This is an optimization exercise on Yosys and OpenROAD, whose aim is small area, not a production implementation. At most, simulation tests tie the RTL to the original design; equivalence was not proved. No activity file was given, so power comes from the tool's default toggle rates.

## Digitales2_TopMod
module Digitales2_TopMod(
		input clk, rst,EN,
		input ps2d, ps2c,
		output correct,
		output [1:0] Alarma_Vent,
		output [7:0] Catodos,
		output [3:0] Anodos
    );
clock: 10.0 ns
lec_check: 0
abc_area: 1
cap_margin: 20
core_margin: 2
core_utilization: 40
place_density: 0.6
slew_margin: 20
standard.sh (not shown) runs the stock make flow with config.mk's settings and CLKGATE_MAP_FILE= SYNTH_SCRIPT=/design/flow/synth_recipe.tcl, a recipe that flattens the netlist after the stock synthesis.
==> flow/flow/run.sh <==
#!/bin/bash
set -euo pipefail
bash standard.sh \
  "ADDER_MAP_FILE=" \
  "BUFFER_PORTS_ARGS=-buffer_cell sky130_fd_sc_hd__buf_1" \
  "CTS_ARGS=-sink_clustering_enable -repair_clock_nets -dont_use_dummy_load -buf_list sky130_fd_sc_hd__clkbuf_4" \
  "RECOVER_POWER=100" \
  finish > flow_make.log 2>&1
The first run ran to the end with violations: capacitance limit, slew limit.
Edit:
--- a/flow/flow/run.sh
+++ b/flow/flow/run.sh
@@ -6,3 +6,2 @@
   "CTS_ARGS=-sink_clustering_enable -repair_clock_nets -dont_use_dummy_load -buf_list sky130_fd_sc_hd__clkbuf_4" \
-  "RECOVER_POWER=100" \
   finish > flow_make.log 2>&1
Effect:
- This time the run finished with timing, DRC and antenna clean
- sequential share of layout area fell by 0.85 points
- cell count is unchanged
- worst setup slack improved by 0.27 ns
- sequential power is about the same
- flip-flop and latch count does not change
- synthesized area stays the same
- design area increases by 1.7%
- global-route usage does not change
Edit:
==> flow/run.sh (new file) <==
#!/bin/bash
# synth_recipe.tcl (not shown) runs the flow's synth.tcl, then flattens the netlist and writes it again
# the make line also repeats each setting of config.mk as NAME=value (left out here)
make -C /OpenROAD-flow-scripts/flow DESIGN_CONFIG=/design/flow/config.mk WORK_HOME=/design/flow/orfs CLKGATE_MAP_FILE= SYNTH_SCRIPT=/design/flow/synth_recipe.tcl finish
Settings changed: CTS_BUF_LIST set to sky130_fd_sc_hd__clkbuf_4.
removed: flow/flow/run.sh
removed: flow/standard.sh
Count of clock-buffer cells in the layout does not change.
Hold slack gains 0.045 ns.
Synthesized cell count is higher by 3.9%.
Edit:
==> flow/flow/run.sh (new file) <==
#!/bin/bash
set -euo pipefail
bash standard.sh \
  "ADDER_MAP_FILE=" \
  "BUFFER_PORTS_ARGS=-buffer_cell sky130_fd_sc_hd__buf_1" \
  "CTS_ARGS=-sink_clustering_enable -repair_clock_nets -dont_use_dummy_load -buf_list sky130_fd_sc_hd__clkbuf_8 -sink_clustering_size 25 -sink_clustering_max_diameter 200" \
  "RECOVER_POWER=100" \
  finish > flow_make.log 2>&1
==> flow/standard.sh (new file) <==
#!/bin/bash
# synth_recipe.tcl (not shown) runs the flow's synth.tcl, then flattens the netlist and writes it again
# the make line also repeats each setting of config.mk as NAME=value (left out here)
make -C /OpenROAD-flow-scripts/flow DESIGN_CONFIG=/design/flow/config.mk WORK_HOME=/design/flow/orfs CLKGATE_MAP_FILE= SYNTH_SCRIPT=/design/flow/synth_recipe.tcl "${@:-finish}"
Settings changed: CTS_BUF_LIST sky130_fd_sc_hd__clkbuf_4 to unset.
removed: flow/run.sh
Result:
- The changed run reached the layout checks and failed them: capacitance limit, slew limit
- non-clock buffer count is unchanged
- via count is about the same
- synthesized area went down by about 4%
- sequential power rose by about 3%
- power rose by about 1.2%
- register-to-register slack gains 0.02 ns
- global-route usage came out higher by 0.55 points
- clock-buffer cell count is unchanged
- die area decreases by 3.8%
- design area fell by about 9%
Edit:
==> flow/run.sh (new file) <==
#!/bin/bash
# synth_recipe.tcl (not shown) runs the flow's synth.tcl, then flattens the netlist and writes it again
# the make line also repeats each setting of config.mk as NAME=value (left out here)
make -C /OpenROAD-flow-scripts/flow DESIGN_CONFIG=/design/flow/config.mk WORK_HOME=/design/flow/orfs CLKGATE_MAP_FILE= SYNTH_SCRIPT=/design/flow/synth_recipe.tcl finish
removed: flow/flow/run.sh
removed: flow/standard.sh
Now the flow ran to the end with no violations. Cell area is higher by roughly a tenth. First-iteration DRC count drops by well over a third. Worst setup slack improved by 0.16 ns. Via count stays flat. Clock skew goes down by 0.014 ns. Synthesized cell count is higher by a few percent. Wire length is lower slightly.
No run of this note included a check of the RTL's function; only the layout flow was run.

---

Digitales2_TopMod, a different RTL version from the one above (not shown whole).
Size in the first run: ~300 cells after synthesis, ~20 I/O pins, roughly 2900 µm² of cells after synthesis.
export LEC_CHECK = 0
export ABC_AREA = 1
export CAP_MARGIN = 20
export CORE_MARGIN = 2
export CORE_UTILIZATION = 40
export PLACE_DENSITY = 0.6
export SLEW_MARGIN = 20
create_clock -name core_clock -period 10.0 [get_ports {clk}]
==> flow/flow/run.sh <==
#!/bin/bash
# Own layout flow: the standard layout (standard.sh), with
#  1. synthesis without half/full-adder cell extraction (ADDER_MAP_FILE empty);
#  2. the combinational logic of the synthesized netlist re-mapped by ABC for
#     area (remap.abc); every register cell, its name and its nets are kept, and
#     the new netlist is used only if a SAT proof shows it equal to the old one
#     with the registers cut (check.ys); otherwise the standard netlist is kept;
#  3. port buffers of sky130_fd_sc_hd__buf_1 (every port still gets one);
#  4. a clock tree of clkbuf_4 without dummy loads.
# Each tool writes its full output to its own log in this folder (flow_*.log),
# besides ORFS's own logs under orfs/logs.
set -euo pipefail
HERE=$(pwd)
F=$HERE/flow
R=$HERE/orfs/results/$FLOW_PLATFORM/Digitales2_TopMod/base
LIB=$FLOW_HOME/platforms/$FLOW_PLATFORM/lib/sky130_fd_sc_hd__tt_025C_1v80.lib
YOSYS=$FLOW_HOME/../tools/install/yosys/bin/yosys
[[ -x $YOSYS ]] || YOSYS=$(command -v yosys)

bash standard.sh "ADDER_MAP_FILE=" synth > flow_synth.log 2>&1

cp $R/1_2_yosys.v $HERE/netlist_std.v
SEQ=$(grep -o "sky130_fd_sc_hd__[a-z0-9_]*" $HERE/netlist_std.v | sort -u | grep -E "__(df|edf|sdf|dl|conb)" | tr '\n' ' ')
DU=$(cat $F/dont_use.txt)
cat > $HERE/remap.ys <<EOF
read_liberty -ignore_miss_func $LIB
blackbox $SEQ
read_verilog $HERE/netlist_std.v
hierarchy -top $FLOW_TOP
flatten
rename -hide w:*.*
opt -purge
abc -script $F/remap.abc -liberty $LIB $DU
opt_clean -purge
hilomap -singleton -hicell sky130_fd_sc_hd__conb_1 HI -locell sky130_fd_sc_hd__conb_1 LO
insbuf -buf sky130_fd_sc_hd__buf_4 A X
opt_clean -purge
check -mapped
stat -liberty $LIB
write_verilog -noattr -nohex -nodec $HERE/netlist_remap.v
EOF
use_remap=0
if $YOSYS -s $HERE/remap.ys > flow_remap.log 2>&1; then
  python3 $F/cutff.py $HERE/netlist_std.v $HERE/cut_std.v
  python3 $F/cutff.py $HERE/netlist_remap.v $HERE/cut_remap.v
  cat > $HERE/check.ys <<EOF
read_liberty -ignore_miss_func $LIB
read_verilog $HERE/cut_std.v
rename $FLOW_TOP gold
read_verilog $HERE/cut_remap.v
rename $FLOW_TOP gate
flatten gold gate
miter -equiv -flatten -make_outputs gold gate miter
hierarchy -top miter
sat -verify -prove trigger 0 miter
EOF
  if $YOSYS -s $HERE/check.ys > flow_check.log 2>&1; then use_remap=1; fi
fi
echo "use_remap=$use_remap" > flow_choice.log
if [[ $use_remap == 1 ]]; then
  cp $HERE/netlist_remap.v $R/1_2_yosys.v
  rm -f $R/1_synth.odb
fi

bash standard.sh "ADDER_MAP_FILE=" \
  "BUFFER_PORTS_ARGS=-buffer_cell sky130_fd_sc_hd__buf_1" \
  "CTS_ARGS=-sink_clustering_enable -repair_clock_nets -dont_use_dummy_load -buf_list sky130_fd_sc_hd__clkbuf_4 -sink_clustering_size 8 -sink_clustering_max_diameter 60" \
  finish > flow_finish.log 2>&1
Other scripts of this flow, unchanged in this note and not shown: flow/flow/cutff.py, flow/flow/dont_use.txt, flow/flow/remap.abc
Edit:
--- a/flow/flow/run.sh
+++ b/flow/flow/run.sh
@@ -66,3 +66,3 @@
   "BUFFER_PORTS_ARGS=-buffer_cell sky130_fd_sc_hd__buf_1" \
-  "CTS_ARGS=-sink_clustering_enable -repair_clock_nets -dont_use_dummy_load -buf_list sky130_fd_sc_hd__clkbuf_4 -sink_clustering_size 8 -sink_clustering_max_diameter 60" \
+  "CTS_ARGS=-sink_clustering_enable -repair_clock_nets -dont_use_dummy_load -buf_list {sky130_fd_sc_hd__clkbuf_4 sky130_fd_sc_hd__clkbuf_8}" \
   finish > flow_finish.log 2>&1
What happened: Routed wire length decreases by 0.41%. Global-route usage increases by 0.21 points. Synthesized area decreases by 0.39%. Maximum frequency increases by 2.5%. First-iteration DRC count increases by 13%. Setup slack improves by 0.11 ns.

---

Digitales2_TopMod, a different RTL version from the one above (not shown whole).
Size: ~20 I/O pins, about 2800 sq um of cells after synthesis.
==> flow/config.mk <==
export PLATFORM = sky130hd
export DESIGN_NAME = Digitales2_TopMod
export DESIGN_NICKNAME = Digitales2_TopMod
export VERILOG_FILES = /design/flow/design.v
export SDC_FILE = /design/flow/constraint.sdc
export NUM_CORES = 4
export LEC_CHECK = 0
export ABC_AREA = 1
export CAP_MARGIN = 20
export CORE_MARGIN = 2
export CORE_UTILIZATION = 40
export PLACE_DENSITY = 0.6
export SLEW_MARGIN = 20
==> flow/constraint.sdc <==
create_clock -name core_clock -period 10.0 [get_ports {clk}]
set_input_delay 2.0000 -clock core_clock [delete_from_list [all_inputs] [get_ports {clk}]]
set_output_delay 2.0000 -clock core_clock [all_outputs]
set_load 0.01 [all_outputs]
==> flow/flow/run.sh <==
#!/bin/bash
# Own layout flow: the standard layout (standard.sh), with
#  1. synthesis without half/full-adder cell extraction (ADDER_MAP_FILE empty);
#  2. the combinational logic of the synthesized netlist re-mapped by ABC for
#     area; every register cell, its name and its nets are kept, and
#     the new netlist is used only if a SAT proof shows it equal to the old one
#     with the registers cut (check_*.ys); ABC runs with four seeds and the
#     smallest proven netlist is used; without one the standard netlist is kept;
#  3. port buffers of sky130_fd_sc_hd__buf_1 (every port still gets one);
#  4. a clock tree of clkbuf_4 without dummy loads.
# Each tool writes its full output to its own log in this folder (flow_*.log),
# besides ORFS's own logs under orfs/logs.
set -euo pipefail
HERE=$(pwd)
F=$HERE/flow
R=$HERE/orfs/results/$FLOW_PLATFORM/Digitales2_TopMod/base
LIB=$FLOW_HOME/platforms/$FLOW_PLATFORM/lib/sky130_fd_sc_hd__tt_025C_1v80.lib
YOSYS=$FLOW_HOME/../tools/install/yosys/bin/yosys
[[ -x $YOSYS ]] || YOSYS=$(command -v yosys)

bash standard.sh "ADDER_MAP_FILE=" synth > flow_synth.log 2>&1

cp $R/1_2_yosys.v $HERE/netlist_std.v
SEQ=$(grep -o "sky130_fd_sc_hd__[a-z0-9_]*" $HERE/netlist_std.v | sort -u | grep -E "__(df|edf|sdf|dl|conb)" | tr '\n' ' ')
DU=$(cat $F/dont_use.txt)
# ABC runs with four random seeds in parallel; the smallest netlist that passes
# the equivalence proof is used.
remap() {  # remap SEED
  local S=$1
  printf 'strash\n&get -n\n&deepsyn -T 20 -S %s\n&put\ndch -f\namap\n' $S > $HERE/remap_$S.abc
  cat > $HERE/remap_$S.ys <<EOF
read_liberty -ignore_miss_func $LIB
blackbox $SEQ
read_verilog $HERE/netlist_std.v
hierarchy -top $FLOW_TOP
flatten
rename -hide w:*.*
opt -purge
abc -script $HERE/remap_$S.abc -liberty $LIB $DU
opt_clean -purge
hilomap -singleton -hicell sky130_fd_sc_hd__conb_1 HI -locell sky130_fd_sc_hd__conb_1 LO
insbuf -buf sky130_fd_sc_hd__buf_4 A X
opt_clean -purge
check -mapped
tee -o $HERE/remap_$S.area stat -liberty $LIB
write_verilog -noattr -nohex -nodec $HERE/netlist_remap_$S.v
EOF
  $YOSYS -s $HERE/remap_$S.ys > flow_remap_$S.log 2>&1 || return 1
  python3 $F/cutff.py $HERE/netlist_remap_$S.v $HERE/cut_remap_$S.v || return 1
  cat > $HERE/check_$S.ys <<EOF
read_liberty -ignore_miss_func $LIB
read_verilog $HERE/cut_std.v
rename $FLOW_TOP gold
read_verilog $HERE/cut_remap_$S.v
rename $FLOW_TOP gate
flatten gold gate
miter -equiv -flatten -make_outputs gold gate miter
hierarchy -top miter
sat -verify -prove trigger 0 miter
EOF
  $YOSYS -s $HERE/check_$S.ys > flow_check_$S.log 2>&1 || return 1
  grep "Chip area" $HERE/remap_$S.area | tail -1 | awk '{print $NF}' > $HERE/remap_$S.ok
}
use_remap=0
best=""
if python3 $F/cutff.py $HERE/netlist_std.v $HERE/cut_std.v; then
  for S in 0 1 2 3; do remap $S & done
  wait || true
  for S in 0 1 2 3; do
    if [[ -s $HERE/remap_$S.ok ]]; then echo "$(cat $HERE/remap_$S.ok) $S"; fi
  done > $HERE/remap_areas.txt
  best=$(sort -g $HERE/remap_areas.txt | head -1 | awk '{print $2}') || best=""
  [[ -n $best ]] && use_remap=1
fi
echo "use_remap=$use_remap seed=$best" > flow_choice.log
if [[ $use_remap == 1 ]]; then
  cp $HERE/netlist_remap_$best.v $R/1_2_yosys.v
  rm -f $R/1_synth.odb
fi

bash standard.sh "ADDER_MAP_FILE=" \
  "BUFFER_PORTS_ARGS=-buffer_cell sky130_fd_sc_hd__buf_1" \
  "CTS_ARGS=-sink_clustering_enable -repair_clock_nets -dont_use_dummy_load -buf_list sky130_fd_sc_hd__clkbuf_4 -sink_clustering_size 8 -sink_clustering_max_diameter 60" \
  finish > flow_finish.log 2>&1
Other scripts of this flow, unchanged in this note and not shown: flow/flow/cutff.py, flow/flow/dont_use.txt
The starting point passed the timing, design-rule and antenna checks.
Edit:
--- a/flow/flow/run.sh
+++ b/flow/flow/run.sh
@@ -81,4 +81,4 @@
 bash standard.sh "ADDER_MAP_FILE=" \
   "BUFFER_PORTS_ARGS=-buffer_cell sky130_fd_sc_hd__buf_1" \
-  "CTS_ARGS=-sink_clustering_enable -repair_clock_nets -dont_use_dummy_load -buf_list sky130_fd_sc_hd__clkbuf_4 -sink_clustering_size 8 -sink_clustering_max_diameter 60" \
+  "CTS_ARGS=-sink_clustering_enable -repair_clock_nets -dont_use_dummy_load -buf_list sky130_fd_sc_hd__clkbuf_4 -sink_clustering_size 16 -sink_clustering_max_diameter 100" \
   finish > flow_finish.log 2>&1
- CORE_UTILIZATION: 40 -> 65
- PLACE_DENSITY: 0.6 -> 0.85
After rerunning:
- The new run finished with timing, DRC and antenna clean
- die area fell by about 36%
- register-to-register slack is worse by 0.17 ns
- first-iteration DRC count rose by about 30%
- setup slack is worse by 0.096 ns
- area after synthesis rose by 0.89%
- via count rose by 5.3%
- power rose by about 0.37%
- wire length rose by 18%

-- what the ideal ports hide --
The results above use ideal ports. As a check the final layouts listed here were re-extracted and re-timed, cells and wires unchanged.
Step 1 sets driving cells, clkbuf_16 on the clock port and buf_2 on the other inputs (assumed; they add their load-dependent delay and slew).
Step 2 also shifts input and output timing later by t, the mid clock arrival at the registers, as if the neighbouring blocks saw the same clock.
Three values: ideal ports, drivers, drivers and shift; two values: the first two.
run	shift t [ns]	slack for setup (ns)	worst register clock-pin slew, ns	worst data-port slew with drivers (ns)	cell pins on the clock port's net
the first run of note 1	0.407	5.516 / 5.523 / 5.115	0.12 / 0.12	0.03	1
the second run of note 1	0.408	5.783 / 5.757 / 6.165	0.12 / 0.12	0.03	1
the third run of note 1	0.434	5.520 / 5.491 / 5.925	0.12 / 0.12	0.03	1
the fourth run of note 1	0.352	5.444 / 5.454 / 5.102	0.08 / 0.08	0.03	1
the fifth run of note 1	0.364	5.605 / 5.573 / 5.937	0.08 / 0.08	0.03	1
the first run of note 2	0.406	5.414 / 5.386 / 5.793	0.10 / 0.10	0.03	1
the second run of note 2	0.355	5.526 / 5.497 / 5.852	0.07 / 0.07	0.04	1
the first run of note 3	0.393	5.573 / 5.546 / 5.939	0.10 / 0.10	0.03	1
the second run of note 3	0.427	5.477 / 5.453 / 5.880	0.12 / 0.12	0.03	1
The setup slack of the first run of note 1, which loses most, moves by +0.007 ns with the drivers and by -0.401 ns with both steps. Setup slack includes reset recovery checks.
